What follows belongs to an exercise in optimizing a design on an open flow for small area; a production flow would make more cautious choices.
At most, simulation tests tie the RTL to the original design; equivalence was not proved.
Only the layout flow was run in runs 3 and 4; the RTL was not checked for function there.
Power and IR drop assume default switching activity.

===== config.mk =====
export PLATFORM = sky130hd
export DESIGN_NAME = nasdaq_moldudp_itch
export DESIGN_NICKNAME = nasdaq_moldudp_itch
export VERILOG_FILES = /design/flow/design.v
export SDC_FILE = /design/flow/constraint.sdc
export NUM_CORES = 4
export LEC_CHECK = 0
export CAP_MARGIN = 20
export CORE_MARGIN = 2
export CORE_UTILIZATION = 40
export CTS_BUF_LIST = sky130_fd_sc_hd__clkbuf_4
export SLEW_MARGIN = 20

===== constraint.sdc =====
create_clock -name core_clock -period 5.0 [get_ports {clk}]
set_input_delay 1.0000 -clock core_clock [delete_from_list [all_inputs] [get_ports {clk}]]
set_output_delay 1.0000 -clock core_clock [all_outputs]
set_load 0.01 [all_outputs]

===== design.v =====
module moldudp64_handler (
    input  wire        clk,
    input  wire        rst,
    input  wire        udp_payload_valid,
    input  wire [7:0]  udp_payload_data,
    input  wire        udp_payload_start,
    input  wire        udp_payload_end,
    output wire        itch_msg_valid,
    output wire [7:0]  itch_msg_data,
    output wire        itch_msg_start,
    output wire        itch_msg_end,
    output wire [79:0] session_id,
    output wire [63:0] sequence_number,
    output wire [15:0] message_count,
    output wire        session_valid,
    output wire        sequence_gap,
    output wire [31:0] gap_count,
    output wire [31:0] packet_count,
    output wire [31:0] msg_extracted
);
    localparam [2:0] IDLE               = 3'd0,
                     PARSE_SESSION_ID   = 3'd1,
                     PARSE_SEQUENCE_NUM = 3'd2,
                     PARSE_MSG_COUNT    = 3'd3,
                     PARSE_MSG_LEN      = 3'd4,
                     FORWARD_MSG_DATA   = 3'd5,
                     PACKET_END         = 3'd6,
                     ERROR_STATE        = 3'd7;
    reg [2:0]  state;
    reg [79:0] session_id_reg;
    reg [63:0] sequence_num_reg;
    reg [15:0] msg_count_reg;
    reg [63:0] expected_seq;
    reg        seq_initialized;
    reg [15:0] msg_rem;
    reg [15:0] msgs_remaining;
    reg [3:0]  header_byte_cnt;
    reg [31:0] pkt_count;
    reg [31:0] msg_count_stat;
    reg [31:0] gap_cnt;
    reg        out_valid;
    reg [7:0]  out_data;
    reg        out_start;
    reg        out_end;
    reg        gap_detected;
    reg        msg_first_byte;
    wire [15:0] new_msg_count = {msg_count_reg[15:8], udp_payload_data};
    wire [15:0] new_msg_len   = {msg_rem[15:8], udp_payload_data};
    wire        msg_last      = (msg_rem == 16'd0);
    wire        one_left      = (msgs_remaining[15:1] == 15'd0);
    always @(posedge clk) begin
        if (rst) begin
            state           <= IDLE;
            pkt_count       <= 32'd0;
            msg_count_stat  <= 32'd0;
            gap_cnt         <= 32'd0;
            seq_initialized <= 1'b0;
            out_valid       <= 1'b0;
            out_start       <= 1'b0;
            out_end         <= 1'b0;
            gap_detected    <= 1'b0;
        end else begin
            out_start    <= 1'b0;
            out_end      <= 1'b0;
            out_valid    <= 1'b0;
            gap_detected <= 1'b0;
            case (state)
                IDLE: begin
                    if (udp_payload_start && udp_payload_valid) begin
                        state <= PARSE_SESSION_ID;
                        session_id_reg[79:72] <= udp_payload_data;
                        header_byte_cnt <= 4'd1;
                    end
                end
                PARSE_SESSION_ID: begin
                    if (udp_payload_valid) begin
                        case (header_byte_cnt)
                            4'd1: session_id_reg[71:64] <= udp_payload_data;
                            4'd2: session_id_reg[63:56] <= udp_payload_data;
                            4'd3: session_id_reg[55:48] <= udp_payload_data;
                            4'd4: session_id_reg[47:40] <= udp_payload_data;
                            4'd5: session_id_reg[39:32] <= udp_payload_data;
                            4'd6: session_id_reg[31:24] <= udp_payload_data;
                            4'd7: session_id_reg[23:16] <= udp_payload_data;
                            4'd8: session_id_reg[15:8]  <= udp_payload_data;
                            default: session_id_reg[7:0] <= udp_payload_data;
                        endcase
                        if (header_byte_cnt == 4'd9) begin
                            state <= PARSE_SEQUENCE_NUM;
                            header_byte_cnt <= 4'd0;
                        end else begin
                            header_byte_cnt <= header_byte_cnt + 4'd1;
                        end
                    end
                    if (udp_payload_end)
                        state <= ERROR_STATE;
                end
                PARSE_SEQUENCE_NUM: begin
                    if (udp_payload_valid) begin
                        case (header_byte_cnt[2:0])
                            3'd0: sequence_num_reg[63:56] <= udp_payload_data;
                            3'd1: sequence_num_reg[55:48] <= udp_payload_data;
                            3'd2: sequence_num_reg[47:40] <= udp_payload_data;
                            3'd3: sequence_num_reg[39:32] <= udp_payload_data;
                            3'd4: sequence_num_reg[31:24] <= udp_payload_data;
                            3'd5: sequence_num_reg[23:16] <= udp_payload_data;
                            3'd6: sequence_num_reg[15:8]  <= udp_payload_data;
                            3'd7: sequence_num_reg[7:0]   <= udp_payload_data;
                        endcase
                        if (header_byte_cnt[2:0] == 3'd7) begin
                            state <= PARSE_MSG_COUNT;
                            header_byte_cnt <= 4'd0;
                        end else begin
                            header_byte_cnt <= header_byte_cnt + 4'd1;
                        end
                    end
                    if (udp_payload_end)
                        state <= ERROR_STATE;
                end
                PARSE_MSG_COUNT: begin
                    if (udp_payload_valid) begin
                        if (!header_byte_cnt[0]) begin
                            msg_count_reg[15:8] <= udp_payload_data;
                            header_byte_cnt <= 4'd1;
                        end else begin
                            msg_count_reg[7:0] <= udp_payload_data;
                            if (seq_initialized && sequence_num_reg != expected_seq) begin
                                gap_detected <= 1'b1;
                                gap_cnt <= gap_cnt + 32'd1;
                            end
                            seq_initialized <= 1'b1;
                            expected_seq <= sequence_num_reg + {48'd0, new_msg_count};
                            msgs_remaining <= new_msg_count;
                            if (new_msg_count == 16'd0) begin
                                state <= PACKET_END;
                            end else begin
                                state <= PARSE_MSG_LEN;
                                header_byte_cnt <= 4'd0;
                            end
                            pkt_count <= pkt_count + 32'd1;
                        end
                    end
                    if (udp_payload_end)
                        state <= ERROR_STATE;
                end
                PARSE_MSG_LEN: begin
                    if (udp_payload_valid) begin
                        if (!header_byte_cnt[0]) begin
                            msg_rem[15:8] <= udp_payload_data;
                            header_byte_cnt <= 4'd1;
                        end else begin
                            msg_rem <= new_msg_len - 16'd1;
                            if (new_msg_len == 16'd0) begin
                                msgs_remaining <= msgs_remaining - 16'd1;
                                if (one_left)
                                    state <= PACKET_END;
                                else
                                    header_byte_cnt <= 4'd0;
                            end else begin
                                state <= FORWARD_MSG_DATA;
                                msg_first_byte <= 1'b1;
                            end
                        end
                    end
                    if (udp_payload_end)
                        state <= ERROR_STATE;
                end
                FORWARD_MSG_DATA: begin
                    if (udp_payload_valid) begin
                        out_valid <= 1'b1;
                        out_data <= udp_payload_data;
                        msg_rem <= msg_rem - 16'd1;
                        if (msg_first_byte) begin
                            out_start <= 1'b1;
                            msg_first_byte <= 1'b0;
                        end
                        if (msg_last) begin
                            out_end <= 1'b1;
                            msgs_remaining <= msgs_remaining - 16'd1;
                            msg_count_stat <= msg_count_stat + 32'd1;
                            if (one_left) begin
                                state <= PACKET_END;
                            end else begin
                                state <= PARSE_MSG_LEN;
                                header_byte_cnt <= 4'd0;
                            end
                        end
                    end
                    if (udp_payload_end) begin
                        if (!msg_last)
                            state <= ERROR_STATE;
                        else
                            state <= IDLE;
                    end
                end
                PACKET_END: begin
                    if (udp_payload_end || !udp_payload_valid)
                        state <= IDLE;
                end
                default: begin
                    state <= IDLE;
                end
            endcase
        end
    end
    assign itch_msg_valid  = out_valid;
    assign itch_msg_data   = out_data;
    assign itch_msg_start  = out_start;
    assign itch_msg_end    = out_end;
    assign session_id      = session_id_reg;
    assign sequence_number = sequence_num_reg;
    assign message_count   = msg_count_reg;
    assign session_valid   = seq_initialized;
    assign sequence_gap    = gap_detected;
    assign gap_count       = gap_cnt;
    assign packet_count    = pkt_count;
    assign msg_extracted   = msg_count_stat;
endmodule
module nasdaq_itch_parser (
    input  wire        clk,
    input  wire        rst,
    input  wire        itch_msg_valid,
    input  wire [7:0]  itch_msg_data,
    input  wire        itch_msg_start,
    input  wire        itch_msg_end,
    output wire        msg_valid,
    output wire [7:0]  msg_type,
    output reg         msg_error,
    output wire        add_order_valid,
    output wire [15:0] stock_locate,
    output wire [15:0] tracking_number,
    output wire [47:0] timestamp,
    output wire [63:0] order_ref,
    output wire        buy_sell,
    output wire [31:0] shares,
    output wire [63:0] stock_symbol,
    output wire [31:0] price,
    output wire        order_executed_valid,
    output wire [31:0] exec_shares,
    output wire [63:0] match_number,
    output wire        order_cancel_valid,
    output wire [31:0] cancel_shares,
    output wire        order_delete_valid,
    output wire        order_replace_valid,
    output wire [63:0] original_order_ref,
    output wire [63:0] new_order_ref,
    output wire [31:0] new_shares,
    output wire [31:0] new_price,
    output wire [31:0] total_messages,
    output wire [31:0] filtered_messages
);
    localparam [1:0] IDLE        = 2'd0,
                     COUNT_BYTES = 2'd1,
                     COMPLETE    = 2'd2,
                     ERROR       = 2'd3;
    localparam [7:0] MSG_ADD_ORDER      = 8'h41;   
    localparam [7:0] MSG_ORDER_EXECUTED = 8'h45;   
    localparam [7:0] MSG_ORDER_DELETE   = 8'h44;   
    localparam [7:0] MSG_ORDER_CANCEL   = 8'h58;   
    localparam [7:0] MSG_ORDER_REPLACE  = 8'h55;   
    localparam [7:0] MSG_SYSTEM_EVENT   = 8'h53;   
    localparam [7:0] MSG_STOCK_DIR      = 8'h52;   
    localparam [7:0] MSG_TRADE          = 8'h50;   
    localparam [7:0] MSG_CROSS_TRADE    = 8'h51;   
    reg [1:0]   state;
    reg [7:0]   current_msg_type;
    reg [5:0]   byte_counter;       
    reg [279:0] msg_buf;            
    reg         report;             
    reg [31:0]  total_msg_counter;
    reg [31:0]  filtered_msg_counter;
    function [5:0] last_pos;
        input [7:0] t;
        begin
            case (t)
                MSG_SYSTEM_EVENT:   last_pos = 6'd11;
                MSG_STOCK_DIR:      last_pos = 6'd38;
                MSG_ADD_ORDER:      last_pos = 6'd35;
                MSG_ORDER_EXECUTED: last_pos = 6'd30;
                MSG_ORDER_CANCEL:   last_pos = 6'd22;
                MSG_ORDER_DELETE:   last_pos = 6'd18;
                MSG_ORDER_REPLACE:  last_pos = 6'd34;
                MSG_TRADE:          last_pos = 6'd43;
                MSG_CROSS_TRADE:    last_pos = 6'd39;
                default:            last_pos = 6'd0;
            endcase
        end
    endfunction
    wire is_a = current_msg_type == MSG_ADD_ORDER;
    wire is_e = current_msg_type == MSG_ORDER_EXECUTED;
    wire is_x = current_msg_type == MSG_ORDER_CANCEL;
    wire is_d = current_msg_type == MSG_ORDER_DELETE;
    wire is_u = current_msg_type == MSG_ORDER_REPLACE;
    wire reported_type = is_a | is_e | is_x | is_d | is_u;
    wire last_byte = byte_counter == last_pos(current_msg_type);
    integer k;
    always @(posedge clk) begin
        if (rst) begin
            state                <= IDLE;
            msg_error            <= 1'b0;
            report               <= 1'b0;
            total_msg_counter    <= 32'd0;
            filtered_msg_counter <= 32'd0;
        end else begin
            msg_error <= 1'b0;
            report    <= 1'b0;
            case (state)
                IDLE: begin
                    if (itch_msg_start && itch_msg_valid) begin
                        current_msg_type <= itch_msg_data;
                        byte_counter     <= 6'd1;
                        if (last_pos(itch_msg_data) == 6'd0)
                            state <= ERROR;
                        else
                            state <= COUNT_BYTES;
                    end
                end
                COUNT_BYTES: begin
                    if (itch_msg_valid) begin
                        byte_counter <= byte_counter + 6'd1;
                        if (last_byte)
                            state <= COMPLETE;
                    end
                    if (itch_msg_end && !last_byte) begin
                        msg_error <= 1'b1;
                        state <= IDLE;
                    end
                end
                COMPLETE: begin
                    total_msg_counter <= total_msg_counter + 32'd1;
                    if (reported_type) begin
                        report <= 1'b1;
                        filtered_msg_counter <= filtered_msg_counter + 32'd1;
                    end
                    state <= IDLE;
                end
                default: begin
                    msg_error <= 1'b1;
                    state <= IDLE;
                end
            endcase
        end
    end
    always @(posedge clk) begin
        if (state == COUNT_BYTES && itch_msg_valid) begin
            for (k = 1; k <= 35; k = k + 1)
                if (byte_counter == k)
                    msg_buf[8*k-1 -: 8] <= itch_msg_data;
        end
    end
    assign msg_valid            = report;
    assign add_order_valid      = report & is_a;
    assign order_executed_valid = report & is_e;
    assign order_cancel_valid   = report & is_x;
    assign order_delete_valid   = report & is_d;
    assign order_replace_valid  = report & is_u;
    assign msg_type           = current_msg_type;
    assign stock_locate       = {msg_buf[7:0], msg_buf[15:8]};
    assign tracking_number    = {msg_buf[23:16], msg_buf[31:24]};
    assign timestamp          = {msg_buf[39:32], msg_buf[47:40], msg_buf[55:48], msg_buf[63:56], msg_buf[71:64], msg_buf[79:72]};
    assign order_ref          = {msg_buf[87:80], msg_buf[95:88], msg_buf[103:96], msg_buf[111:104], msg_buf[119:112], msg_buf[127:120], msg_buf[135:128], msg_buf[143:136]};
    assign buy_sell           = msg_buf[151:144] == 8'h42;
    assign shares             = {msg_buf[159:152], msg_buf[167:160], msg_buf[175:168], msg_buf[183:176]};
    assign stock_symbol       = {msg_buf[191:184], msg_buf[199:192], msg_buf[207:200], msg_buf[215:208], msg_buf[223:216], msg_buf[231:224], msg_buf[239:232], msg_buf[247:240]};
    assign price              = {msg_buf[255:248], msg_buf[263:256], msg_buf[271:264], msg_buf[279:272]};
    assign exec_shares        = {msg_buf[151:144], msg_buf[159:152], msg_buf[167:160], msg_buf[175:168]};
    assign match_number       = {msg_buf[183:176], msg_buf[191:184], msg_buf[199:192], msg_buf[207:200], msg_buf[215:208], msg_buf[223:216], msg_buf[231:224], msg_buf[239:232]};
    assign cancel_shares      = {msg_buf[151:144], msg_buf[159:152], msg_buf[167:160], msg_buf[175:168]};
    assign original_order_ref = {msg_buf[87:80], msg_buf[95:88], msg_buf[103:96], msg_buf[111:104], msg_buf[119:112], msg_buf[127:120], msg_buf[135:128], msg_buf[143:136]};
    assign new_order_ref      = {msg_buf[151:144], msg_buf[159:152], msg_buf[167:160], msg_buf[175:168], msg_buf[183:176], msg_buf[191:184], msg_buf[199:192], msg_buf[207:200]};
    assign new_shares         = {msg_buf[215:208], msg_buf[223:216], msg_buf[231:224], msg_buf[239:232]};
    assign new_price          = {msg_buf[247:240], msg_buf[255:248], msg_buf[263:256], msg_buf[271:264]};
    assign total_messages     = total_msg_counter;
    assign filtered_messages  = filtered_msg_counter;
endmodule
module nasdaq_moldudp_itch (
    input  wire        clk,
    input  wire        rst,
    input  wire        udp_payload_valid,
    input  wire [7:0]  udp_payload_data,
    input  wire        udp_payload_start,
    input  wire        udp_payload_end,
    output wire [79:0] session_id,
    output wire [63:0] sequence_number,
    output wire [15:0] message_count,
    output wire        session_valid,
    output wire        sequence_gap,
    output wire [31:0] gap_count,
    output wire [31:0] packet_count,
    output wire [31:0] msg_extracted,
    output wire        msg_valid,
    output wire [7:0]  msg_type,
    output wire        msg_error,
    output wire        add_order_valid,
    output wire [15:0] stock_locate,
    output wire [15:0] tracking_number,
    output wire [47:0] timestamp,
    output wire [63:0] order_ref,
    output wire        buy_sell,
    output wire [31:0] shares,
    output wire [63:0] stock_symbol,
    output wire [31:0] price,
    output wire        order_executed_valid,
    output wire [31:0] exec_shares,
    output wire [63:0] match_number,
    output wire        order_cancel_valid,
    output wire [31:0] cancel_shares,
    output wire        order_delete_valid,
    output wire        order_replace_valid,
    output wire [63:0] original_order_ref,
    output wire [63:0] new_order_ref,
    output wire [31:0] new_shares,
    output wire [31:0] new_price,
    output wire [31:0] total_messages,
    output wire [31:0] filtered_messages
);
    wire       mold_itch_valid;
    wire [7:0] mold_itch_data;
    wire       mold_itch_start;
    wire       mold_itch_end;
    moldudp64_handler moldudp64_inst (
        .clk               (clk),
        .rst               (rst),
        .udp_payload_valid (udp_payload_valid),
        .udp_payload_data  (udp_payload_data),
        .udp_payload_start (udp_payload_start),
        .udp_payload_end   (udp_payload_end),
        .itch_msg_valid    (mold_itch_valid),
        .itch_msg_data     (mold_itch_data),
        .itch_msg_start    (mold_itch_start),
        .itch_msg_end      (mold_itch_end),
        .session_id        (session_id),
        .sequence_number   (sequence_number),
        .message_count     (message_count),
        .session_valid     (session_valid),
        .sequence_gap      (sequence_gap),
        .gap_count         (gap_count),
        .packet_count      (packet_count),
        .msg_extracted     (msg_extracted)
    );
    nasdaq_itch_parser nasdaq_itch_inst (
        .clk                  (clk),
        .rst                  (rst),
        .itch_msg_valid       (mold_itch_valid),
        .itch_msg_data        (mold_itch_data),
        .itch_msg_start       (mold_itch_start),
        .itch_msg_end         (mold_itch_end),
        .msg_valid            (msg_valid),
        .msg_type             (msg_type),
        .msg_error            (msg_error),
        .add_order_valid      (add_order_valid),
        .stock_locate         (stock_locate),
        .tracking_number      (tracking_number),
        .timestamp            (timestamp),
        .order_ref            (order_ref),
        .buy_sell             (buy_sell),
        .shares               (shares),
        .stock_symbol         (stock_symbol),
        .price                (price),
        .order_executed_valid (order_executed_valid),
        .exec_shares          (exec_shares),
        .match_number         (match_number),
        .order_cancel_valid   (order_cancel_valid),
        .cancel_shares        (cancel_shares),
        .order_delete_valid   (order_delete_valid),
        .order_replace_valid  (order_replace_valid),
        .original_order_ref   (original_order_ref),
        .new_order_ref        (new_order_ref),
        .new_shares           (new_shares),
        .new_price            (new_price),
        .total_messages       (total_messages),
        .filtered_messages    (filtered_messages)
    );
endmodule

===== flow/run.sh =====
#!/bin/bash
# Standard ORFS layout (the standard.sh), with two layout-only changes:
#  - port buffers use the smallest buffer cell instead of clkdlybuf4s50_1;
#  - buffers that Yosys inserted (e.g. to split nets that feed several output
#    ports) are removed at floorplan, since every port gets its own buffer anyway.
# Synthesis is the standard synthesis, unchanged.
set -euo pipefail
export BUFFER_PORTS_ARGS="-buffer_cell sky130_fd_sc_hd__buf_1"
export REMOVE_ABC_BUFFERS=1
bash standard.sh > standard_flow.log 2>&1

===== standard.sh =====
#!/bin/bash
# synth_recipe.tcl (not shown) runs the flow's synth.tcl, then flattens the netlist and writes it again
# the make line also repeats each setting of config.mk as NAME=value (left out here)
make -C /OpenROAD-flow-scripts/flow DESIGN_CONFIG=/design/flow/config.mk WORK_HOME=/design/flow/orfs CLKGATE_MAP_FILE= SYNTH_SCRIPT=/design/flow/synth_recipe.tcl "${@:-finish}"

==> impl_metrics.csv, run 1 <==
group,metric,value,unit
outcome,status,"complete, no violations",
sta,rsz0062_at_grt,"no",
final_layout,drive_above_1_share,0.1059,
yosys,syn_area_per_cell,12.33,um2
route,drc_errors,0,
critical_path,crit_buf_inv,1,
yosys,synth-compound-area-share,0.04279,
critical_path,worst_ep_required_time,4.00,ns
route,wire_per_inst,27.85,um
critical_path,reg2reg_slack,1.43,ns
sta,hold_violations,0,
yosys,muxShareOfSynthArea,0.006112,
route,via_count,24030,
final_layout,fillers,7393,
power_and_ir_drop,ir_worst_vdd,0.2751,mV
floorplan,core_area,79000,um2
route,vias_per_cell,5.241,
final_layout,post-route-util,0.4674,
final_layout,area_growth,15.63,%
clock_network,cts_buffers,190,
sta,slew_violations,0,
route,drt_wl_total,127700,um
sta,finClkSkew,0.1053,ns
critical_path,max_stage_delay,0.59,ns
clock_network,cts-root-buf,"clkbuf_4",
clock_network,clk_latency,1.06,ns
floorplan,die_h,286.5,um
critical_path,path_cells,"or3b_2 > nor4_1 > buf_1",
yosys,synth-seq-cells,735,
global_routing,grt_max_degree,93,
yosys,synth_xor_area_frac,0.07652,
yosys,synth-simple-area-share,0.1344,
final_layout,mostFrequentLayoutCell,"buf_1",
yosys,ys_types,69,
yosys,syn_inst,2590,
clock_network,clkTransAtPathRegs,0.07,ns
yosys,synth_top_area_share,0.5294,
clock_network,cts_tree,"built",
sta,worst_pin_slew,1.071,ns
yosys,synth_flop_cell,"edfxtp_1",
global_routing,grt_pass1_wl,172200,um
yosys,yosys.area.top_type,"edfxtp_1",
power_and_ir_drop,p_per_area,341.9,nW/um2
sta,setup_violations,0,
yosys,syn_area,31930,um2
clock_network,cts_setup_buffers,0,
critical_path,crit_family,"simple AND/OR/NAND/NOR gates",
sta,max_freq,277.3,MHz
floorplan,dieWidth,286.5,um
placed_design,gp_congestion,1.016,
global_routing,grt_usage,0.3006,
sta,fin_setup_tns,0,ns
sta,min_period_over_period,0.7211,
final_layout,final_cell_mix,"buf_1, edfxtp_1, clkbuf_4",
placed_design,portBuffers,942,
critical_path,worstPathArrival,2.61,ns
run,max-cap-violations,0,
yosys,ys_async_sr_fraction,0,
global_routing,antenna_found_initial,6,
clock_network,cts-resized-gates,0,
final_layout,largest_reg_flops,280,
placed_design,place_hpwl,96620,um
route,ant_nets,0,
global_routing,grt_overflow,0,
critical_path,crit_fanout,15,
yosys,synthAdderAreaFrac,0.01395,
clock_network,htreeDepth,4,
yosys,synth_top_family_by_area,"simple AND/OR/NAND/NOR gates",
critical_path,end_kind,"primary output",
floorplan,core.rowCount,103,
clock_network,clockBufferDepth,3,
clock_network,clock-sinks,735,
floorplan,die-area,82110,um2
global_routing,grt_pass1_vias,22490,
yosys,yosysSeqAreaShare,0.6373,
yosys,synthTopCellsByArea,"edfxtp_1, dfxtp_1, buf_4, xnor2_1, xor2_1",
critical_path,critPathKind,"reg -> out",
min_path,worst_hold_path_type,"in -> reg",
route,drt_first_pass_iters,5,
route,drt_iter0_markers,2150,
sta,fin_crit,3.606,ns
sta,slew_headroom,0.2797,
critical_path,worst_setup_path_start_kind,"register",
yosys,synth-edff-count,563,
power_and_ir_drop,leakagePower,12.13,nW
floorplan,start_util,0.4042,
yosys,ys_warn_count,2,
final_layout,nets,3430,
clock_network,cts_hold_buf,0,
critical_path,slowest_stage,"edfxtp_1",
floorplan,ios,943,
-- report_power, final --
group	internal, W	switching [W]	leakage (nW)
logic	0.000193	0.000419	4.23
registers	0.00664	0.000109	6.46
clock network	0.00257	0.00269	1.44
-- kinds of logic after synthesis --
kind of cell | Yosys count
AND/OR/NAND/NOR | 852
flip-flops | 735
buffers and inverters | 444
XOR/XNOR | 279
AO/OA/AOI/OAI | 227
adder cells (fa/ha/maj) | 35
multiplexers | 18
-- routing by layer --
metal | up-vias | part of all wire | track usage
met2 | 1211 | 0.46 | 0.4617
met1 | 11980 | 0.40 | 0.3820
li1 | 10650 | - | -
met5 | - | 0 | 0
met3 | 189 | 0.11 | 0.1285
met4 | 0 | 0.028 | 0.09817
-- Yosys cell counts (25+ instances only) --
cell type,instances
edfxtp_1,563
buf_4,312
nor2_1,247
dfxtp_1,172
nand2_1,167
xnor2_1,154
xor2_1,125
o21ai_0,75
a21oi_1,72
nand4_1,69
nand3_1,67
clkbuf_1,63
inv_1,63
nor3_1,62
and3_1,50
or3_1,37
nor4_1,36
ha_1,34
and2_1,25
-- worst paths after layout --
kind	start	end	cells past startpoint
max reg2reg	moldudp64_inst.sequence_num_reg[0]	moldudp64_inst.expected_seq[58]	11
min	udp_payload_data[0]	moldudp64_inst.expected_seq[0]	2
min reg2reg	moldudp64_inst.gap_cnt[6]	moldudp64_inst.gap_cnt[6]	2
max	nasdaq_itch_inst.current_msg_type[3]	order_delete_valid	3
-- per-stage QoR --
| stage | cell area [um2] | std cells | hold slack [ns] | setup slack (ns) | total power, W |
|---|---|---|---|---|---|
| 4_1_cts | 36910 | 4581 | 0.2250 | 1.268 | 0.01274 |
| 3_5_place_dp | 34480 | 4240 | 0.4809 | 0.9224 | 0.007487 |
| 2_1_floorplan | 29330 | 2209 | 0.4203 | 1.002 | 0.007207 |
| 3_3_place_gp | 34480 | 4240 | 0.4794 | 0.9694 | 0.007482 |
| 5_1_grt | 36930 | 4586 | 0.2845 | 1.175 | 0.01310 |
| 6_report | 36930 | 4586 | 0.3602 | 1.394 | 0.01263 |
-- final cells by class --
class	instances	area (um2)	share of cell area
sequential	735	20350	0.5511
multi-input combinational	1411	8752	0.2370
timing repair buffer	981	3832	0.1038
clock buffer	275	2064	0.05591
tap	1050	1314	0.03558
clock inverter	66	364.1	0.009860
inverter	63	236.5	0.006404
antenna	5	12.51	0.0003388
==> run 2, diff against run 1 <==
==> run.sh (new file) <==
#!/bin/bash
# synth_recipe.tcl (not shown) runs the flow's synth.tcl, then flattens the netlist and writes it again
# the make line also repeats each setting of config.mk as NAME=value (left out here)
make -C /OpenROAD-flow-scripts/flow DESIGN_CONFIG=/design/flow/config.mk WORK_HOME=/design/flow/orfs CLKGATE_MAP_FILE= SYNTH_SCRIPT=/design/flow/synth_recipe.tcl finish
--- a/config.mk
+++ b/config.mk
@@ -10,3 +10,2 @@
 export CORE_UTILIZATION = 40
-export CTS_BUF_LIST = sky130_fd_sc_hd__clkbuf_4
 export SLEW_MARGIN = 20
removed: flow/run.sh
removed: standard.sh
==> impl_metrics.csv, run 2 <==
group,metric,value,unit
critical_path,crit_family,"simple AND/OR/NAND/NOR gates",
critical_path,slowest_stage,"clkdlybuf4s50_1",
yosys,synthTopCellsByArea,"edfxtp_1, dfxtp_1, buf_4, xnor2_1, xor2_1",
clock_network,cts_setup_buffers,0,
floorplan,core_area,79000,um2
critical_path,worst_setup_path_start_kind,"register",
route,drt_wl_total,132000,um
power_and_ir_drop,swShare,0.2264,
critical_path,max_stage_delay,0.70,ns
yosys,syn_area,31930,um2
final_layout,largest_reg_flops,280,
yosys,ys_async_sr_fraction,0,
final_layout,fillers,6590,
power_and_ir_drop,leakagePower,14.50,nW
route,drt_first_pass_iters,5,
clock_network,clock-sinks,735,
yosys,syn_inst,2590,
critical_path,crit_fanout,15,
sta,hold_violations,0,
global_routing,antenna_found_initial,7,
route,wire_per_inst,30.11,um
power_and_ir_drop,power.internal,0.01048,W
clock_network,cts_hold_buf,0,
placed_design,place_hpwl,102200,um
placed_design,dp.cells,4236,
global_routing,grt_pass1_wl,178900,um
power_and_ir_drop,p_per_area,314.4,nW/um2
route,drt_iter0_markers,1985,
route,via_count,23460,
clock_network,cts-resized-gates,0,
placed_design,gp_congestion,0.9976,
final_layout,area_growth,34.97,%
critical_path,end_kind,"primary output",
floorplan,start_util,0.4042,
yosys,ys_warn_count,2,
yosys,synth_top_area_share,0.5294,
sta,setup_violations,0,
floorplan,dieWidth,286.5,um
global_routing,grt_usage,0.3112,
yosys,syn_area_per_cell,12.33,um2
final_layout,instances_no_fill,4385,
critical_path,critPathKind,"reg -> out",
clock_network,htreeDepth,3,
critical_path,path_cells,"or3b_2 > nor4_1 > clkdlybuf4s50_1",
route,vias_per_cell,5.350,
yosys,synth_flop_cell,"edfxtp_1",
clock_network,cts-root-buf,"clkbuf_16",
yosys,yosysSeqAreaShare,0.6373,
power_and_ir_drop,ir_worst_vdd,0.2281,mV
global_routing,grt_overflow,0,
sta,worst_pin_slew,1.104,ns
yosys,synth_most_common_cell,"edfxtp_1",
sta,min_period_over_period,0.7578,
final_layout,final_cell_mix,"clkdlybuf4s50_1, edfxtp_1, nor2_1",
outcome,status,"complete, no violations",
final_layout,drive_above_1_share,0.06089,
power_and_ir_drop,clkPwrFrac,0.455,
sta,fin_setup_tns,0,ns
clock_network,clk_latency,0.64,ns
final_layout,mostFrequentLayoutCell,"clkdlybuf4s50_1",
floorplan,die-area,82110,um2
critical_path,crit_buf_inv,1,
power_and_ir_drop,pwr-share-comb,0.046,
sta,slew_violations,0,
yosys,yosys.area.top_type,"edfxtp_1",
sta,fin_crit,3.789,ns
floorplan,core.rowCount,103,
global_routing,grt_max_degree,77,
clock_network,clkTransAtPathRegs,0.05,ns
yosys,ys_types,69,
route,drc_errors,0,
floorplan,die_h,286.5,um
clock_network,clockBufferDepth,3,
min_path,worst_hold_path_type,"reg -> reg",
floorplan,ios,943,
critical_path,worstPathArrival,2.79,ns
sta,finClkSkew,0.02969,ns
critical_path,worst_ep_required_time,4.00,ns
power_and_ir_drop,power_frac_seq,0.499,
yosys,synth_common_cells,"edfxtp_1, buf_4, nor2_1, dfxtp_1, nand2_1",
critical_path,reg2reg_slack,1.34,ns
clock_network,cts_tree,"built",
route,ant_nets,0,
run,max-cap-violations,0,
clock_network,cts_buffers,81,
sta,rsz0062_at_grt,"no",
sta,slew_headroom,0.2611,
final_layout,nets,3317,
yosys,synth-edff-count,563,
power_and_ir_drop,p_switching,0.003067,W
global_routing,grt_pass1_vias,22700,
placed_design,portBuffers,942,
yosys,synth-seq-cells,735,
sta,max_freq,263.9,MHz
[run 2: per-layer routing]
metal / share of wire / vias to the layer above / GRT usage
met1: 0.38 / 11800 / 0.3762
met4: 0.040 / 4 / 0.1177
met5: 0.0017 / - / 0.01802
met3: 0.11 / 198 / 0.1188
li1: - / 10280 / -
met2: 0.47 / 1175 / 0.5016
[run 2: final cells by class]
type,count,area (um2),area share
antenna,1,2.502,0.00005806
clock buffer,100,2158,0.05008
clock inverter,48,583.1,0.01353
inverter,63,236.5,0.005487
multi-input combinational,1411,8763,0.2033
sequential,735,20350,0.4721
tap,1050,1314,0.03048
timing repair buffer,977,9693,0.2249
[run 2: metrics by stage]
stage               hold WS [ns]  area (um2)    util  setup WS, ns  power (W)
global placement          0.4856       40350  0.5107        0.7789   0.007485
floorplan                 0.4203       31930       -         1.036   0.007249
global route              0.5218       43100  0.5455         1.133    0.01395
finish                    0.5018       43100  0.5456         1.211    0.01355
CTS                       0.5014       43090  0.5454         1.177    0.01366
detailed placement        0.4938       40350  0.5107        0.6850   0.007506
[run 2: final timing paths]
kind                                   startpoint                          endpoint  depth (start not counted)
max          nasdaq_itch_inst.current_msg_type[3]                order_delete_valid                          3
min              moldudp64_inst.msg_count_stat[5]  moldudp64_inst.msg_count_stat[5]                          2
max reg2reg    moldudp64_inst.sequence_num_reg[2]        moldudp64_inst.gap_cnt[31]                          7
min reg2reg      moldudp64_inst.msg_count_stat[5]  moldudp64_inst.msg_count_stat[5]                          2
[run 2: cell families (layout without fill, tap and decap cells)]
group	Yosys count	after routing	share of synthesized area
other cells	0	1	0
compound gates	227	227	0.04279
fa+ha+maj	35	35	0.01395
xor+xnor	279	279	0.07652
simple gates	852	852	0.1344
buf+inv	444	1188	0.08902
flops	735	735	0.6373
mux	18	18	0.006112
[run 2: worst reg2reg max path, delay by kind of cell (launching register included)]
kind          cells  cell delay (ns)
simple gates      5             2.32
xor+xnor          1             0.43
flops             1             0.49
mux               1             0.29
[run 2: power groups by stage]
| stage | sequential [W] | combinational (W) | clock, W |
|---|---|---|---|
| 6_report | 0.00676 | 0.000620 | 0.00617 |
| 5_1_grt | 0.00677 | 0.000681 | 0.00650 |
| 4_1_cts | 0.00676 | 0.000619 | 0.00628 |
| 3_5_place_dp | 0.00689 | 0.000617 | 0 |
| 3_3_place_gp | 0.00688 | 0.000601 | 0 |
| 2_1_floorplan | 0.00683 | 0.000424 | 0 |
==> run 3, diff against run 2 <==
--- a/design.v
+++ b/design.v
@@ -50,2 +50,15 @@
     wire        one_left      = (msgs_remaining[15:1] == 15'd0);
+    wire        count_done    = state == PARSE_MSG_COUNT && udp_payload_valid && header_byte_cnt[0];
+    wire        gap_found     = count_done && seq_initialized && sequence_num_reg != expected_seq;
+    wire        msg_done      = state == FORWARD_MSG_DATA && udp_payload_valid && msg_last;
+    function [31:0] incr;
+        input [31:0] c;
+        input        inc;
+        integer      i;
+        begin
+            incr[0] = c[0] ^ inc;
+            for (i = 1; i < 32; i = i + 1)
+                incr[i] = c[i] ^ (inc & (&(c | ~((32'd1 << i) - 32'd1))));
+        end
+    endfunction
     always @(posedge clk) begin
@@ -65,3 +78,6 @@
             out_valid    <= 1'b0;
-            gap_detected <= 1'b0;
+            gap_detected <= gap_found;
+            pkt_count      <= incr(pkt_count, count_done);
+            gap_cnt        <= incr(gap_cnt, gap_found);
+            msg_count_stat <= incr(msg_count_stat, msg_done);
             case (state)
@@ -126,6 +142,2 @@
                             msg_count_reg[7:0] <= udp_payload_data;
-                            if (seq_initialized && sequence_num_reg != expected_seq) begin
-                                gap_detected <= 1'b1;
-                                gap_cnt <= gap_cnt + 32'd1;
-                            end
                             seq_initialized <= 1'b1;
@@ -139,3 +151,2 @@
                             end
-                            pkt_count <= pkt_count + 32'd1;
                         end
@@ -179,3 +190,2 @@
                             msgs_remaining <= msgs_remaining - 16'd1;
-                            msg_count_stat <= msg_count_stat + 32'd1;
                             if (one_left) begin
@@ -296,2 +306,12 @@
     integer k;
+    function [31:0] incr;
+        input [31:0] c;
+        input        inc;
+        integer      i;
+        begin
+            incr[0] = c[0] ^ inc;
+            for (i = 1; i < 32; i = i + 1)
+                incr[i] = c[i] ^ (inc & (&(c | ~((32'd1 << i) - 32'd1))));
+        end
+    endfunction
     always @(posedge clk) begin
@@ -306,2 +326,4 @@
             report    <= 1'b0;
+            total_msg_counter    <= incr(total_msg_counter, state == COMPLETE);
+            filtered_msg_counter <= incr(filtered_msg_counter, state == COMPLETE && reported_type);
             case (state)
@@ -329,7 +351,3 @@
                 COMPLETE: begin
-                    total_msg_counter <= total_msg_counter + 32'd1;
-                    if (reported_type) begin
-                        report <= 1'b1;
-                        filtered_msg_counter <= filtered_msg_counter + 32'd1;
-                    end
+                    report <= reported_type;
                     state <= IDLE;
==> flow/run.sh (new file) <==
#!/bin/bash
# Standard ORFS layout (the standard.sh), with two layout-only changes:
#  - port buffers use the smallest buffer cell instead of clkdlybuf4s50_1;
#  - buffers that Yosys inserted (e.g. to split nets that feed several output
#    ports) are removed at floorplan, since every port gets its own buffer anyway.
# Synthesis is the standard synthesis, unchanged.
set -euo pipefail
export BUFFER_PORTS_ARGS="-buffer_cell sky130_fd_sc_hd__buf_1"
export REMOVE_ABC_BUFFERS=1
bash standard.sh > standard_flow.log 2>&1
==> standard.sh (new file) <==
#!/bin/bash
# synth_recipe.tcl (not shown) runs the flow's synth.tcl, then flattens the netlist and writes it again
# the make line also repeats each setting of config.mk as NAME=value (left out here)
make -C /OpenROAD-flow-scripts/flow DESIGN_CONFIG=/design/flow/config.mk WORK_HOME=/design/flow/orfs CLKGATE_MAP_FILE= SYNTH_SCRIPT=/design/flow/synth_recipe.tcl "${@:-finish}"
--- a/config.mk
+++ b/config.mk
@@ -10,2 +10,3 @@
 export CORE_UTILIZATION = 40
+export CTS_BUF_LIST = sky130_fd_sc_hd__clkbuf_4
 export SLEW_MARGIN = 20
removed: run.sh
==> impl_metrics.csv, run 3 <==
group,metric,value,unit
critical_path,worstPathArrival,2.95,ns
route,vias_per_cell,5.199,
placed_design,placed_area,34290,um2
sta,setup_violations,0,
final_layout,final_cell_mix,"buf_1, edfxtp_1, clkbuf_4",
yosys,ys_async_sr_fraction,0,
route,met2WireLength,58940,um
floorplan,dieWidth,285.7,um
yosys,synth_common_cells,"edfxtp_1, buf_4, nor2_1, dfxtp_1, xor2_1",
placed_design,portBuffers,942,
final_layout,drive_above_1_share,0.1098,
outcome,status,"complete, no violations",
final_layout,mostFrequentLayoutCell,"buf_1",
floorplan,ios,943,
route,drt_iter0_markers,1998,
power_and_ir_drop,p_per_area,337.0,nW/um2
global_routing,grt_pass1_wl,175000,um
route,drt_wl_total,130800,um
route,via_count,23510,
global_routing,antenna_found_initial,5,
global_routing,grt_pass1_vias,22140,
sta,fin_crit,3.949,ns
critical_path,max_stage_delay,0.75,ns
route,dr_wl_met3,17530,um
floorplan,die_h,285.7,um
clock_network,htreeDepth,4,
critical_path,critPathKind,"reg -> out",
route,met1_length,48570,um
power_and_ir_drop,leakagePower,12.39,nW
floorplan,die-area,81610,um2
clock_network,clock-sinks,735,
route,wire_per_inst,28.92,um
clock_network,cts_setup_buffers,0,
clock_network,cts_hold_buf,0,
critical_path,path_cells,"nor4b_1 > nand4b_1 > nor3_1 > buf_1",
global_routing,grt_max_degree,98,
yosys,yosysSeqAreaShare,0.6412,
route,ant_nets,0,
sta,setup_ws,1.051,ns
sta,slew_violations,0,
yosys,muxShareOfSynthArea,0.006978,
clock_network,cts_buffers,193,
placed_design,gp_congestion,0.9427,
global_routing,grt_overflow,0,
yosys,synth-compound-area-share,0.03832,
clock_network,clk_latency,1.05,ns
yosys,synth_most_common_cell,"edfxtp_1",
yosys,syn_area,31740,um2
yosys,synth_top_family_by_area,"simple AND/OR/NAND/NOR gates",
global_routing,grt_usage,0.3110,
yosys,synthTopCellsByArea,"edfxtp_1, dfxtp_1, buf_4, xor2_1, xnor2_1",
final_layout,largest_reg_flops,280,
sta,finClkSkew,0.08794,ns
final_layout,area_growth,15.93,%
clock_network,clockBufferDepth,3,
sta,min_period_over_period,0.7897,
yosys,synth_xor_area_frac,0.07423,
yosys,synthAdderAreaFrac,0.01522,
sta,hold_violations,0,
floorplan,core.rowCount,103,
floorplan,start_util,0.4031,
clock_network,cts_tree,"built",
run,max-cap-violations,0,
sta,rsz0062_at_grt,"no",
route,drt_first_pass_iters,5,
min_path,worst_hold_path_type,"in -> reg",
yosys,synth_flop_cell,"edfxtp_1",
sta,slew_headroom,0.2451,
critical_path,worst_ep_required_time,4.00,ns
sta,worst_pin_slew,1.128,ns
critical_path,worst_setup_path_start_kind,"register",
yosys,synth_top_area_share,0.5327,
yosys,syn_area_per_cell,12.58,um2
floorplan,core_area,78740,um2
critical_path,crit_fanout,11,
route,routed.top_layer,"met5",
final_layout,post-route-util,0.4673,
final_layout,nets,3368,
placed_design,place_hpwl,99310,um
clock_network,cts-resized-gates,0,
yosys,ys_warn_count,2,
critical_path,crit_buf_inv,1,
clock_network,clkTransAtPathRegs,0.06,ns
yosys,syn_inst,2523,
critical_path,slowest_stage,"nor4b_1",
yosys,synth-edff-count,563,
route,drc_errors,0,
yosys,synth-seq-cells,735,
yosys,yosys.area.top_type,"edfxtp_1",
clock_network,cts-root-buf,"clkbuf_4",
critical_path,crit_family,"simple AND/OR/NAND/NOR gates",
critical_path,end_kind,"primary output",
sta,max_freq,253.2,MHz
yosys,synth-simple-area-share,0.1371,
power_and_ir_drop,ir_worst_vdd,0.2379,mV
final_layout,final_area,36800,um2
placed_design,post-place-ws,1.034,ns
sta,fin_setup_tns,0,ns
yosys,ys_types,74,
run 3: kinds of logic after synthesis:
| family | after synthesis |
|---|---|
| mux | 20 |
| buf+inv | 415 |
| compound gates | 193 |
| simple gates | 853 |
| flops | 735 |
| xor+xnor | 269 |
| fa+ha+maj | 38 |
run 3: cell type report:
type / count / area (um2)
inverters: 37 / 138.9
clock buffers: 270 / 2027
multi-input cells: 1373 / 8657
fillers: 7381 / 41950
repair buffers: 977 / 3860
well taps: 1050 / 1314
flip-flops and latches: 735 / 20350
diodes: 2 / 5.005
clock inverters: 78 / 444.2
run 3: worst paths after layout:
path                                                                start                                         to  slack (ns)  depth (start not counted)
worst max-delay path                 nasdaq_itch_inst.current_msg_type[3]                            add_order_valid        1.05                          4
worst min-delay path                                  udp_payload_data[0]             moldudp64_inst.expected_seq[0]        0.35                          2
worst max register to register                  moldudp64_inst.msg_rem[0]                    moldudp64_inst.state[1]        1.53                          9
worst min register to register  nasdaq_itch_inst.filtered_msg_counter[25]  nasdaq_itch_inst.filtered_msg_counter[25]        0.50                          2
run 3: routing by layer:
metal / GRT usage / vias to the layer above
met4: 0.1292 / 4
met1: 0.3624 / 11710
met5: 0.01744 / -
li1: - / 10390
met3: 0.1665 / 216
met2: 0.4762 / 1188
run 3: report_power, final:
group	internal, W	switching [W]	leakage [nW]
logic	0.000146	0.000308	4.47
clock network	0.00260	0.00269	1.46
registers	0.00659	0.0000730	6.45
run 3: through the flow:
step | hold WS (ns) | total power [W] | std cells
finish | 0.3517 | 0.01240 | 4522
global route | 0.2801 | 0.01286 | 4522
CTS | 0.2108 | 0.01251 | 4519
detailed placement | 0.4891 | 0.007237 | 4171
global placement | 0.4820 | 0.007235 | 4171
floorplan | 0.4433 | 0.007025 | 2145
==> run 4, diff against run 3 <==
--- a/design.v
+++ b/design.v
@@ -56,7 +56,10 @@
         input        inc;
+        reg          t;
         integer      i;
         begin
-            incr[0] = c[0] ^ inc;
-            for (i = 1; i < 32; i = i + 1)
-                incr[i] = c[i] ^ (inc & (&(c | ~((32'd1 << i) - 32'd1))));
+            t = inc;
+            for (i = 0; i < 32; i = i + 1) begin
+                incr[i] = c[i] ^ t;
+                t = t & c[i];
+            end
         end
@@ -309,7 +312,10 @@
         input        inc;
+        reg          t;
         integer      i;
         begin
-            incr[0] = c[0] ^ inc;
-            for (i = 1; i < 32; i = i + 1)
-                incr[i] = c[i] ^ (inc & (&(c | ~((32'd1 << i) - 32'd1))));
+            t = inc;
+            for (i = 0; i < 32; i = i + 1) begin
+                incr[i] = c[i] ^ t;
+                t = t & c[i];
+            end
         end
==> impl_metrics.csv, run 4 <==
group,metric,value,unit
critical_path,worstPathArrival,7.79,ns
clock_network,clkTransAtPathRegs,0.07,ns
final_layout,drive_above_1_share,0.2172,
clock_network,cts_tree,"built",
yosys,syn_area,31260,um2
yosys,syn_inst,2253,
sta,rsz0062_at_grt,"yes",
floorplan,start_util,0.4035,
route,routed.top_layer,"met5",
yosys,syn_area_per_cell,13.87,um2
sta,hold_violations,0,
critical_path,timing.rr.end,"moldudp64_inst.gap_cnt[31]",
clock_network,cts-root-buf,"clkbuf_4",
yosys,yosys.area.top_type,"edfxtp_1",
critical_path,reg2reg_from,"moldudp64_inst.sequence_num_reg[23]",
sta,max_freq,145.2,MHz
clock_network,clock-sinks,735,
critical_path,slowest_stage,"edfxtp_1",
yosys,synth-edff-count,563,
final_layout,mostFrequentLayoutCell,"buf_1",
global_routing,grt_max_degree,106,
floorplan,core_area,77470,um2
yosys,synthTopCellsByArea,"edfxtp_1, dfxtp_1, ha_1, buf_4, xnor2_1",
sta,setup_ws,-1.886,ns
placed_design,gp_congestion,0.9862,
route,wire_per_inst,29.98,um
critical_path,worst_setup_path_start_kind,"register",
yosys,yosysSeqAreaShare,0.6510,
min_path,min_to,"moldudp64_inst.state[1]",
critical_path,reg2reg_slack,-1.89,ns
yosys,synth_flop_cell,"edfxtp_1",
floorplan,dieWidth,283.5,um
yosys,synth_most_common_cell,"edfxtp_1",
min_path,hold_path_depth,4,
floorplan,core.rowCount,102,
outcome,status,"complete, but fails checks",
yosys,synth_top_area_share,0.5409,
floorplan,ios,943,
yosys,synth-seq-cells,735,
critical_path,critPathKind,"reg -> reg",
power_and_ir_drop,finalPower,0.01294,W
critical_path,crit_path_frequent_cell,"ha_4",
route,met2WireLength,59790,um
final_layout,final_area,39820,um2
sta,fin_crit,6.886,ns
route,met1_length,48240,um
global_routing,grt_pass1_vias,23100,
clock_network,clockBufferDepth,3,
global_routing,grt_pass1_wl,180400,um
global_routing,antenna_found_initial,11,
route,drc_errors,0,
route,via_count,23040,
placed_design,portBuffers,942,
min_path,hp-start,"udp_payload_end",
placed_design,place_hpwl,100800,um
final_layout,nets,3429,
sta,slew_violations,0,
final_layout,area_growth,27.39,%
route,ant_nets,0,
route,drt_first_pass_iters,6,
critical_path,max_stage_delay,0.41,ns
critical_path,crit_fanout,2,
route,dr_wl_met3,17720,um
sta,worst_pin_slew,1.174,ns
sta,finClkSkew,0.09512,ns
yosys,ys_warn_count,2,
sta,setup_violations,45,
power_and_ir_drop,ir_worst_vdd,0.2790,mV
sta,min_period_over_period,1.377,
clock_network,cts_buffers,192,
power_and_ir_drop,leakagePower,13.81,nW
yosys,ys_types,73,
placed_design,placed_area,34990,um2
final_layout,largest_reg_flops,280,
floorplan,die_h,283.5,um
power_and_ir_drop,p_per_area,325.0,nW/um2
global_routing,grt_overflow,0,
outcome,violations,"negative setup slack",
min_path,worst_hold_path_type,"in -> reg",
placed_design,post-place-ws,-2.862,ns
critical_path,ff2ff_path_depth,41,
clock_network,clk_latency,1.06,ns
yosys,ys_async_sr_fraction,0,
floorplan,die-area,80390,um2
critical_path,end_kind,"register",
critical_path,worst_ep_required_time,5.90,ns
global_routing,grt_usage,0.3229,
run,max-cap-violations,0,
yosys,synth_common_cells,"edfxtp_1, buf_4, ha_1, dfxtp_1, nor2b_1",
route,drt_iter0_markers,2133,
final_layout,final_cell_mix,"buf_1, edfxtp_1, clkbuf_4",
route,vias_per_cell,5.206,
sta,fin_setup_tns,-32.29,ns
sta,slew_headroom,0.2144,
clock_network,htreeDepth,4,
route,drt_wl_total,132600,um
## run 4: worst max-delay path, delay by kind of cell (launching register included)
| family | cells | cell delay [ns] |
|---|---|---|
| buffers and inverters | 2 | 0.31 |
| XOR/XNOR | 2 | 0.30 |
| AND/OR/NAND/NOR | 6 | 0.86 |
| flip-flops | 1 | 0.41 |
| adder cells (fa/ha/maj) | 31 | 4.82 |
## run 4: report_power, final
part	switching [W]	internal (W)
Sequential	0.0000658	0.00665
Combinational	0.000571	0.000321
Clock	0.00268	0.00264
Total	0.00332	0.00962
## run 4: routing by layer
metal,GRT usage,up-vias
met5,0.004167,-
met4,0.1537,8
met3,0.1718,259
met2,0.4993,1403
met1,0.3659,11500
li1,-,9864
## run 4: timing repair
item                                    CTS  global route
endpoints found under the setup margin   67            50
resized for setup                       341            17
hold buffers                              0             0
buffers inserted                         19             5
pin swaps                                37            15
endpoints found under the hold margin     0             0
## run 4: worst max-delay path by stage
stage                                              startpoint                                 to  slack (ns)  depth (start not counted)
after detailed placement  moldudp64_inst.sequence_num_reg[38]         moldudp64_inst.gap_cnt[31]       -2.86                         41
after global routing      moldudp64_inst.sequence_num_reg[11]         moldudp64_inst.gap_cnt[31]       -2.07                         41
after CTS                 moldudp64_inst.sequence_num_reg[29]         moldudp64_inst.gap_cnt[31]       -1.76                         41
after global placement    moldudp64_inst.sequence_num_reg[45]         moldudp64_inst.gap_cnt[31]       -2.75                         41
final                     moldudp64_inst.sequence_num_reg[23]         moldudp64_inst.gap_cnt[31]       -1.89                         41
after floorplan                       moldudp64_inst.state[1]  moldudp64_inst.msg_count_stat[30]       -1.92                         35
## run 4: layout make-up
type | instances | area [um2]
diodes | 5 | 12.51
inverters | 33 | 126.4
repair buffers | 1158 | 5202
clock buffers | 277 | 2079
flip-flops and latches | 735 | 20350
clock inverters | 70 | 402.9
fillers | 6728 | 37650
multi-input cells | 1107 | 10340
well taps | 1040 | 1301
## run 4: logic make-up after synthesis
| family | Yosys count | synth area share |
|---|---|---|
| compound gates | 159 | 0.03382 |
| xor+xnor | 165 | 0.04623 |
| fa+ha+maj | 189 | 0.07589 |
| buf+inv | 411 | 0.08786 |
| flops | 735 | 0.6510 |
| mux | 2 | 0.0006405 |
| simple gates | 592 | 0.1045 |
## run 4: per-stage QoR
step,util,instances,hold slack (ns)
2_1_floorplan,-,1875,0.4433
3_3_place_gp,0.4513,4050,0.4868
3_5_place_dp,0.4516,4051,0.5110
4_1_cts,0.5120,4415,0.3393
5_1_grt,0.5139,4423,0.4177
6_report,0.5140,4425,0.4568
==> run 5, diff against run 4 <==
--- a/design.v
+++ b/design.v
@@ -48,3 +48,3 @@
     wire [15:0] new_msg_len   = {msg_rem[15:8], udp_payload_data};
-    wire        msg_last      = (msg_rem == 16'd0);
+    wire        msg_last      = (msg_rem == 16'd1);
     wire        one_left      = (msgs_remaining[15:1] == 15'd0);
@@ -56,10 +56,7 @@
         input        inc;
-        reg          t;
         integer      i;
         begin
-            t = inc;
-            for (i = 0; i < 32; i = i + 1) begin
-                incr[i] = c[i] ^ t;
-                t = t & c[i];
-            end
+            incr[0] = c[0] ^ inc;
+            for (i = 1; i < 32; i = i + 1)
+                incr[i] = c[i] ^ (inc & (&(c | ~((32'd1 << i) - 32'd1))));
         end
@@ -165,3 +162,3 @@
                         end else begin
-                            msg_rem <= new_msg_len - 16'd1;
+                            msg_rem <= new_msg_len;
                             if (new_msg_len == 16'd0) begin
@@ -312,10 +309,7 @@
         input        inc;
-        reg          t;
         integer      i;
         begin
-            t = inc;
-            for (i = 0; i < 32; i = i + 1) begin
-                incr[i] = c[i] ^ t;
-                t = t & c[i];
-            end
+            incr[0] = c[0] ^ inc;
+            for (i = 1; i < 32; i = i + 1)
+                incr[i] = c[i] ^ (inc & (&(c | ~((32'd1 << i) - 32'd1))));
         end
==> impl_metrics.csv, run 5 <==
group,metric,value,unit
critical_path,slowest_stage,"or3b_1",
placed_design,portBuffers,942,
global_routing,grt_usage,0.3064,
final_layout,fillers,7382,
floorplan,ios,943,
sta,fin_crit,3.932,ns
placed_design,gp_congestion,1.108,
sta,max_freq,254.3,MHz
sta,rsz0062_at_grt,"no",
clock_network,cts-root-buf,"clkbuf_4",
yosys,ys_types,87,
clock_network,clk_latency,1.07,ns
global_routing,met2_usage,0.4535,
global_routing,grt_pass1_wl,171900,um
yosys,synth_most_common_cell,"edfxtp_1",
yosys,synthAdderAreaFrac,0.01437,
sta,finClkSkew,0.08874,ns
floorplan,die_h,285.5,um
clock_network,cts-resized-gates,0,
yosys,synth_top_family_by_area,"simple AND/OR/NAND/NOR gates",
global_routing,grt_use_met3,0.1321,
placed_design,place_hpwl,96640,um
min_path,min_to,"moldudp64_inst.state[0]",
route,via_count,23210,
final_layout,instances_no_fill,4500,
yosys,ys_async_sr_fraction,0,
sta,hold_violations,0,
sta,min_period_over_period,0.7865,
final_layout,mostFrequentLayoutCell,"buf_1",
min_path,hold_path_depth,2,
clock_network,clkTransAtPathRegs,0.08,ns
yosys,synth-seq-cells,735,
critical_path,max_stage_delay,0.46,ns
yosys,ys_warn_count,2,
clock_network,cts_setup_buffers,0,
yosys,yosysSeqAreaShare,0.6419,
critical_path,worst_setup_path_start_kind,"register",
yosys,synthTopCellsByArea,"edfxtp_1, dfxtp_1, buf_4, xor2_1, xnor2_1",
global_routing,grt_pass1_vias,21580,
yosys,syn_inst,2477,
route,wire_per_inst,28.60,um
power_and_ir_drop,finalPower,0.01259,W
clock_network,htreeDepth,4,
min_path,worst_hold_path_type,"in -> reg",
clock_network,cts_hold_buf,0,
sta,hold-worst-slack,0.2628,ns
global_routing,grt-busiest-layer,"met2",
final_layout,drive_above_1_share,0.1113,
clock_network,cts_tree,"built",
route,ant_nets,0,
final_layout,largest_reg_flops,280,
floorplan,die-area,81520,um2
min_path,hp-start,"rst",
global_routing,antenna_found_initial,14,
route,drc_errors,0,
final_layout,register_area,20350,um2
yosys,synth-compound-area-share,0.03374,
critical_path,worstPathArrival,2.93,ns
yosys,syn_area,31700,um2
route,drt_first_pass_iters,5,
clock_network,cts_buffers,189,
critical_path,path_cells,"or3b_1 > nor2_1 > nand2_1 > nor4_1 > buf_1",
critical_path,reg2reg_slack,1.55,ns
critical_path,critPathKind,"reg -> out",
placed_design,dp.cells,4132,
final_layout,final_cell_mix,"buf_1, edfxtp_1, clkbuf_4",
sta,slew_headroom,0.2854,
critical_path,crit_fanout,4,
yosys,synth-simple-area-share,0.1373,
power_and_ir_drop,p_per_area,341.2,nW/um2
run,max-cap-violations,0,
power_and_ir_drop,leakagePower,12.58,nW
floorplan,dieWidth,285.5,um
final_layout,multiInputGateArea,8594,um2
yosys,synth_xor_area_frac,0.07763,
critical_path,timing.rr.end,"moldudp64_inst.expected_seq[40]",
clock_network,clock-sinks,735,
sta,slew_violations,0,
global_routing,grt_overflow,0,
yosys,synth_flop_cell,"edfxtp_1",
global_routing,grt_max_degree,188,
yosys,synth-edff-count,563,
route,vias_per_cell,5.158,
yosys,synth_top_area_share,0.5333,
sta,setup_violations,0,
floorplan,start_util,0.4026,
outcome,status,"complete, no violations",
critical_path,reg2reg_from,"moldudp64_inst.sequence_num_reg[0]",
yosys,synth_common_cells,"edfxtp_1, buf_4, nor2_1, dfxtp_1, xor2_1",
global_routing,met1_usage,0.3845,
yosys,muxShareOfSynthArea,0.007222,
route,drt_iter0_markers,2122,
yosys,yosys.area.top_type,"edfxtp_1",
route,drt_wl_total,128700,um
floorplan,core_area,78740,um2
final_layout,area_growth,16.39,%
critical_path,ff2ff_path_depth,11,
final_layout,nets,3323,
critical_path,end_kind,"primary output",
sta,worst_pin_slew,1.072,ns
yosys,syn_area_per_cell,12.80,um2
power_and_ir_drop,ir_worst_vdd,0.2734,mV
clock_network,clockBufferDepth,3,
floorplan,core.rowCount,103,
critical_path,worst_ep_required_time,4.00,ns
==> run 5: changes by cell type after synthesis, moves of 12 or more <==
cell / delta
o21ai_0: +17
mux2_1: +15
inv_1: +13
nand3_1: +45
nor2b_1: -130
and4_1: +13
and3_1: +12
xor2_1: +120
ha_1: -154
nor4_1: +22
and2_1: +12
nor2_1: +150
nand2_1: +50
==> run 5: worst max-delay path: cells and delay by family (launching register included) <==
| family | cells | cell delay [ns] |
|---|---|---|
| DFF | 1 | 0.42 |
| and+or+nand+nor | 4 | 1.17 |
| buffers and inverters | 1 | 0.30 |
==> run 5: worst max path at each step <==
| stage | slack [ns] | endpoint | cells after the start | start |
|---|---|---|---|---|
| after floorplan | -1.65 | moldudp64_inst.expected_seq[0] | 2 | udp_payload_valid |
| after global placement | 0.95 | moldudp64_inst.expected_seq[40] | 12 | udp_payload_data[0] |
| after detailed placement | 0.98 | moldudp64_inst.expected_seq[40] | 12 | udp_payload_data[0] |
| after CTS | 0.93 | add_order_valid | 5 | nasdaq_itch_inst.current_msg_type[5] |
| after global routing | 0.84 | order_delete_valid | 5 | nasdaq_itch_inst.current_msg_type[5] |
| final | 1.07 | order_delete_valid | 5 | nasdaq_itch_inst.current_msg_type[5] |
==> run 5: routing by layer <==
| metal | share of wire | wire [um] |
|---|---|---|
| met4 | 0.050 | 6390 |
| met3 | 0.11 | 14490 |
| met1 | 0.40 | 50950 |
| met5 | 0.00010 | 13 |
| met2 | 0.44 | 56870 |
==> run 5: cell families (layout without fill, tap and decap cells) <==
kind of cell	after synthesis	count (layout)
fa+ha+maj	36	36
compound gates	166	166
simple gates	817	817
xor+xnor	281	281
mux	20	20
flops	735	735
other cells	0	10
buf+inv	422	1385
==> run 5: layout make-up <==
cell class,count,share of cell area
well taps,1050,0.03560
multi-input cells,1320,0.2329
clock buffers,267,0.05432
repair buffers,982,0.1052
diodes,10,0.0006782
clock inverters,89,0.01499
inverters,47,0.004781
flip-flops and latches,735,0.5515
==> run 5: report_power, final <==
| group | switching, W | leakage, nW | internal [W] |
|---|---|---|---|
| registers | 0.0000936 | 6.45 | 0.00660 |
| clock network | 0.00269 | 1.50 | 0.00270 |
| logic | 0.000340 | 4.63 | 0.000171 |
| total | 0.00312 | 12.6 | 0.00947 |
==> run 5: stage by stage <==
step	setup WS [ns]	setup TNS (ns)	util	area, um2
after floorplan	-1.647	-118.56	-	29090
after global placement	0.9496	0	0.4350	34250
after detailed placement	0.9811	0	0.4354	34280
after CTS	0.9295	0	0.4678	36840
after global routing	0.8402	0	0.4684	36880
final	1.068	0	0.4686	36900
==> run 6, diff against run 5 <==
--- a/config.mk
+++ b/config.mk
@@ -10,3 +10,5 @@
 export CORE_UTILIZATION = 40
-export CTS_BUF_LIST = sky130_fd_sc_hd__clkbuf_4
+export CTS_BUF_LIST = sky130_fd_sc_hd__clkbuf_8
+export CTS_CLUSTER_DIAMETER = 60
+export CTS_CLUSTER_SIZE = 16
 export SLEW_MARGIN = 20
==> impl_metrics.csv, run 6 <==
group,metric,value,unit
outcome,status,"complete, no violations",
floorplan,core.rowCount,103,
yosys,yosys.area.top_type,"edfxtp_1",
critical_path,crit_fanout,4,
floorplan,core_area,78740,um2
route,drt_iter0_markers,1986,
global_routing,grt_pass1_vias,20500,
yosys,synth_most_common_cell,"edfxtp_1",
clock_network,cts-resized-gates,0,
final_layout,drive_above_1_share,0.05662,
sta,fin_setup_tns,0,ns
placed_design,portBuffers,942,
floorplan,start_util,0.4026,
critical_path,path_depth,5,
clock_network,cts_setup_buffers,0,
min_path,hold_path_depth,2,
power_and_ir_drop,p_per_area,307.7,nW/um2
global_routing,grt_pass1_wl,167800,um
critical_path,max_stage_delay,0.46,ns
final_layout,final_cell_mix,"buf_1, edfxtp_1, nor2_1",
critical_path,path_cells,"or3b_1 > nor2_1 > nand2_1 > nor4_1 > buf_1",
critical_path,critPathKind,"reg -> out",
global_routing,grt_max_degree,188,
min_path,worst_hold_path_type,"reg -> reg",
sta,rsz0062_at_grt,"no",
floorplan,die-area,81520,um2
yosys,syn_area_per_cell,12.80,um2
yosys,synthTopCellsByArea,"edfxtp_1, dfxtp_1, buf_4, xor2_1, xnor2_1",
clock_network,clockBufferDepth,3,
clock_network,clock-sinks,735,
yosys,synth-edff-count,563,
yosys,ys_types,87,
sta,hold_violations,0,
yosys,synth_top_area_share,0.5333,
route,via_count,22370,
clock_network,clkTransAtPathRegs,0.10,ns
placed_design,place_hpwl,96640,um
run,max-cap-violations,0,
clock_network,htreeDepth,3,
clock_network,clk_latency,0.69,ns
route,vias_per_cell,5.260,
sta,fin_crit,3.576,ns
global_routing,grt_usage,0.2982,
critical_path,crit_family,"simple AND/OR/NAND/NOR gates",
sta,slew_headroom,0.2743,
clock_network,cts_tree,"built",
power_and_ir_drop,ir_worst_vdd,0.2506,mV
critical_path,worst_ep_required_time,4.00,ns
sta,slew_violations,0,
clock_network,cts_hold_buf,0,
global_routing,antenna_found_initial,9,
sta,setup_violations,0,
critical_path,crit_buf_inv,1,
critical_path,worst_setup_path_start_kind,"register",
final_layout,area_growth,12.58,%
critical_path,worstPathArrival,2.58,ns
final_layout,nets,3200,
sta,finClkSkew,0.03556,ns
yosys,synth_common_cells,"edfxtp_1, buf_4, nor2_1, dfxtp_1, xor2_1",
yosys,syn_inst,2477,
yosys,synth_flop_cell,"edfxtp_1",
clock_network,cts_buffers,66,
final_layout,mostFrequentLayoutCell,"buf_1",
critical_path,ff2ff_path_depth,11,
floorplan,dieWidth,285.5,um
clock_network,cts-root-buf,"clkbuf_8",
power_and_ir_drop,leakagePower,11.81,nW
yosys,yosysSeqAreaShare,0.6419,
global_routing,grt_overflow,0,
yosys,ys_async_sr_fraction,0,
route,drt_wl_total,126100,um
route,ant_nets,0,
yosys,synth-seq-cells,735,
floorplan,ios,943,
critical_path,slowest_stage,"or3b_1",
floorplan,die_h,285.5,um
placed_design,gp_congestion,1.108,
critical_path,end_kind,"primary output",
sta,worst_pin_slew,1.089,ns
yosys,syn_area,31700,um2
sta,min_period_over_period,0.7152,
final_layout,largest_reg_flops,280,
route,wire_per_inst,29.66,um
route,drc_errors,0,
sta,max_freq,279.6,MHz
yosys,ys_warn_count,2,
route,drt_first_pass_iters,5,
power_and_ir_drop,finalPower,0.01098,W
run 6: final timing paths:
path,from,endpoint,slack (ns)
worst max-delay path,nasdaq_itch_inst.current_msg_type[5],order_delete_valid,1.42
worst min-delay path,nasdaq_itch_inst.total_msg_counter[10],nasdaq_itch_inst.total_msg_counter[10],0.50
worst max register to register,moldudp64_inst.sequence_num_reg[0],moldudp64_inst.expected_seq[40],1.43
worst min register to register,nasdaq_itch_inst.total_msg_counter[10],nasdaq_itch_inst.total_msg_counter[10],0.50
run 6: through the flow:
stage,std cells,hold WS (ns),area (um2),setup WS [ns],util
floorplan,2102,0.4433,29090,-1.647,-
global placement,4130,0.4769,34250,0.9496,0.4350
detailed placement,4132,0.4902,34280,0.9811,0.4354
CTS,4245,0.5048,35640,1.370,0.4527
global route,4249,0.5411,35680,1.277,0.4532
finish,4252,0.5014,35690,1.424,0.4533
run 6: routing by layer:
layer | up-vias | global-route usage | part of all wire
met5 | - | 0.01163 | 0.0011
met4 | 2 | 0.1370 | 0.050
met3 | 189 | 0.1305 | 0.12
met2 | 1223 | 0.4437 | 0.44
met1 | 11150 | 0.3728 | 0.39
li1 | 9801 | - | -
run 6: kinds of logic after synthesis:
| group | share of synthesized area |
|---|---|
| buffers and inverters | 0.08785 |
| multiplexers | 0.007222 |
| adder cells (fa/ha/maj) | 0.01437 |
| AND/OR/NAND/NOR | 0.1373 |
| flip-flops | 0.6419 |
| AO/OA/AOI/OAI | 0.03374 |
| XOR/XNOR | 0.07763 |
run 6: layout make-up:
cell class	count	area (um2)
flip-flops and latches	735	20350
inverters	47	176.4
fillers	7338	43050
clock inverters	41	371.6
clock buffers	72	991.0
diodes	5	12.51
well taps	1050	1314
multi-input cells	1320	8594
repair buffers	982	3882
run 6: power by group:
part / leakage [nW] / switching [W] / internal (W)
registers: 6.45 / 0.0000937 / 0.00660
clock network: 0.730 / 0.00219 / 0.00160
logic: 4.63 / 0.000337 / 0.000171
run 6: worst reg2reg max path, cell delays in order, from the launching register on:
cell,delay (ns)
edfxtp_1,0.44
ha_1,0.24
inv_1,0.08
fa_1,0.20
nor2b_1,0.07
o31a_1,0.29
o41ai_1,0.59
o21ai_1,0.32
a31oi_2,0.56
buf_4,0.31
nor2_1,0.07
xor2_1,0.16

## afterwards: timing with drivers on the ports
How much do the figures lean on ideal ports? The routed layouts below were timed once more, with nothing changed but the port constraints. Step 1 assumes that a clkbuf_16 drives the clock port and a buf_2 every other input. Step 2 moves the port delays by t, midway between the first and last clock arrival at a register: inputs arrive t later, outputs are due t later. That takes back most of the time a late clock gives input paths. Slacks: ideal / step 1 / step 2; pairs: ideal / step 1.
run	t (ns)	slack for setup (ns)	clock arrival spread, ns	worst slew at a driven data input, ns	cell pins on the clock port's net
run 1	1.068	1.394 / 1.333 / 0.766	0.106 / 0.106	0.10	1
run 2	0.690	1.211 / 1.144 / 0.604	0.029 / 0.029	0.08	1
run 3	1.062	1.051 / 0.994 / 0.960	0.104 / 0.103	0.09	1
run 4	1.073	-1.886 / -1.886 / -2.455	0.100 / 0.099	0.08	1
run 5	1.083	1.068 / 1.010 / 0.840	0.094 / 0.094	0.11	1
run 6	0.728	1.424 / 1.365 / 0.760	0.037 / 0.037	0.14	1
The setup slack of run 6, which loses most, moves by -0.059 ns with the drivers and by -0.664 ns with both steps.
